Background: an optimization exercise with open tools, aiming at small area, a short achievable clock period and few clock cycles. Do not read the settings as production practice.
Only simulation tests tie the RTL to the original design; equivalence was not proved.
Power is estimated from default activity; no workload was simulated.

==> flow/design.v (excerpt) <==
module tinyqv_top (
    input         clk,
    input         rst_n,
    output [27:0] data_addr,
    output  [1:0] data_write_n,
    output  [1:0] data_read_n,
    output [31:0] data_out,
    input         data_ready,
    input  [31:0] data_in,
    input   [3:0] spi_data_in,
    output  [3:0] spi_data_out,
    output  [3:0] spi_data_oe,
    output        spi_clk_out,
    output        spi_flash_select,
    output        spi_ram_a_select,
    output        spi_ram_b_select
);
clock: 15.0 ns
lec_check: 0
abc_area: 1
cap_margin: 20
core_margin: 2
core_utilization: 50
cts_cluster_diameter: 60
cts_cluster_size: 25
place_density: 0.7
slew_margin: 20
run.sh (not shown) runs the stock make flow with config.mk's settings and CLKGATE_MAP_FILE= SYNTH_SCRIPT=/design/flow/synth_recipe.tcl, a recipe that flattens the netlist after the stock synthesis.
Testbench counts at the start, summed over its fixed seeds: cycles 547,246.
Then changed:
==> flow/flow/run.sh (new file) <==
#!/bin/bash
# The standard layout (standard.sh: standard synthesis, then ORFS to
# finish at the design's clock period and constraints), with clock tree
# synthesis told not to add dummy loads for balancing.
set -e
export CTS_ARGS="-sink_clustering_enable -repair_clock_nets -sink_clustering_size 25 -sink_clustering_max_diameter 60 -dont_use_dummy_load"
bash standard.sh > standard.log 2>&1
==> flow/standard.sh (new file) <==
#!/bin/bash
# synth_recipe.tcl (not shown) runs the flow's synth.tcl, then flattens the netlist and writes it again
# the make line also repeats each setting of config.mk as NAME=value (left out here)
make -C /OpenROAD-flow-scripts/flow DESIGN_CONFIG=/design/flow/config.mk WORK_HOME=/design/flow/orfs CLKGATE_MAP_FILE= SYNTH_SCRIPT=/design/flow/synth_recipe.tcl "${@:-finish}"
CORE_UTILIZATION = 40   (was 50)
PLACE_DENSITY = not set   (was 0.7)
removed: flow/run.sh
Outcome: The changed run completed with no timing, DRC or antenna violations; sequential power barely changes; power drops by a few percent; die area climbs by a quarter to a third; count of clock-buffer cells in the layout drops by 4; area after synthesis does not change; fmax climbs by a few percent; first-iteration DRC count drops by about a fifth; routed wire length is about the same; core utilization drops by 12 points.
Then changed:
==> flow/flow/run.sh (replaced) <==
#!/bin/bash
# The standard layout (standard.sh: standard synthesis, then ORFS to
# finish at the design's clock period and constraints), with clock tree
# synthesis told not to add dummy loads for balancing, and timing repair
# aiming for 9 ns of setup slack.
set -e
export CTS_ARGS="-sink_clustering_enable -repair_clock_nets -sink_clustering_size 25 -sink_clustering_max_diameter 60 -dont_use_dummy_load"
export SETUP_SLACK_MARGIN=9
bash standard.sh > standard.log 2>&1
Power stays flat.
Die area stays the same.
Non-clock buffer count is unchanged.
Setup slack gains 170 ps.
Cell area is about the same.
Final cell count barely changes.
Then changed:
==> flow/run.sh (new file) <==
#!/bin/bash
# synth_recipe.tcl (not shown) runs the flow's synth.tcl, then flattens the netlist and writes it again
# the make line also repeats each setting of config.mk as NAME=value (left out here)
make -C /OpenROAD-flow-scripts/flow DESIGN_CONFIG=/design/flow/config.mk WORK_HOME=/design/flow/orfs CLKGATE_MAP_FILE= SYNTH_SCRIPT=/design/flow/synth_recipe.tcl finish
removed: flow/flow/run.sh
removed: flow/standard.sh
Result:
- The changed run ran to the end with no violations
- non-clock buffer count stays the same
- sequential power is about the same
- routed wire length is about the same
- synthesized area stays the same
- combinational power barely changes
- setup slack got worse by 170 ps
- register-to-register slack got worse by 170 ps
- global-route usage barely changes
- design area grows by 1.5%
- power climbs by 6.0%

== oak ==
tinyqv_top, a different RTL version from the one above (not shown whole).
Size in the first run: roughly 10000 cells after synthesis, roughly 1400 flip-flops, roughly 120 I/O pins, ~83000 sq um of cells after synthesis.
Settings: LEC_CHECK=0, ABC_AREA=1, CAP_MARGIN=20, CORE_MARGIN=2, CORE_UTILIZATION=40, CTS_CLUSTER_DIAMETER=60, CTS_CLUSTER_SIZE=25, SLEW_MARGIN=20; clock period 15.0 ns.
standard.sh (not shown) runs the stock make flow with config.mk's settings and CLKGATE_MAP_FILE= SYNTH_SCRIPT=/design/flow/synth_recipe.tcl, a recipe that flattens the netlist after the stock synthesis.
==> flow/flow/run.sh <==
#!/bin/bash
# The standard layout (standard.sh: standard synthesis, then ORFS to
# finish at the design's clock period and constraints), with clock tree
# synthesis told not to add dummy loads for balancing, and timing repair
# aiming for 9.5 ns of setup slack.
set -e
export CTS_ARGS="-sink_clustering_enable -repair_clock_nets -sink_clustering_size 25 -sink_clustering_max_diameter 60 -dont_use_dummy_load"
export SETUP_SLACK_MARGIN=9.5
bash standard.sh > standard.log 2>&1
Testbench counts of oak, summed over its fixed seeds: cycles 547,246.
> inputs changed (oak -> pine)
==> flow/flow/run.sh <==
#!/bin/bash
# The standard layout (standard.sh: standard synthesis, then ORFS to
# finish at the design's clock period and constraints), with clock tree
# synthesis told not to add dummy loads for balancing, and timing repair
# aiming for 10.5 ns of setup slack.
set -e
export CTS_ARGS="-sink_clustering_enable -repair_clock_nets -sink_clustering_size 25 -sink_clustering_max_diameter 60 -dont_use_dummy_load"
export SETUP_SLACK_MARGIN=10.5
bash standard.sh > standard.log 2>&1
[summary]
- Diff oak..pine | share of cell area taken by muxes after synthesis | unchanged
- Compared with oak, pine shows data arrival time of the worst path lower by 450 ps.
- The higher register-to-register slack came out of pine.
- Looking only at worst-case clock skew, and setting everything else aside, the lower value of pine and oak goes to pine.
- Comparing pine and oak, the lower smallest hold slack was measured on oak.
- pine vs oak, first-iteration DRC count went up by 483.
- pine: all stages complete, timing, DRC and antenna checks passed
- Sequential portion of the cell area came out lower on pine than on oak.

==> afterwards: timing with drivers on the ports <==
The flow's constraints put no driver on any port. The routed layouts listed below were extracted and timed again, unchanged, in two steps. Step 1, drivers: a clkbuf_16 drives clk and a buf_2 each remaining input, both assumed. Step 2, shift: input delay + t, output delay - t, t = (earliest + latest rising clock arrival at the registers) / 2. This alone moves slack from input paths to output paths. a / b / c = ideal / step 1 / step 2; a / b = the first two.
run | t (ns) | slack for setup (ns) | latest minus earliest clock arrival (ns) | pins driven straight from the clock port
the first run of note 1 | 0.871 | 8.779 / 8.779 / 8.779 | 0.079 / 0.079 | 1
the second run of note 1 | 0.863 | 9.064 / 9.064 / 9.064 | 0.111 / 0.110 | 1
the third run of note 1 | 0.852 | 9.236 / 9.236 / 9.236 | 0.107 / 0.106 | 1
the fourth run of note 1 | 0.885 | 9.061 / 9.061 / 9.061 | 0.064 / 0.064 | 1
oak | 0.865 | 9.644 / 9.560 / 9.670 | 0.137 / 0.136 | 1
pine | 0.871 | 10.089 / 10.002 / 9.787 | 0.115 / 0.115 | 1
After both steps setup and hold are still met in every run listed. The setup slack of pine, which loses most, moves by -0.087 ns with the drivers and by -0.302 ns with both steps.
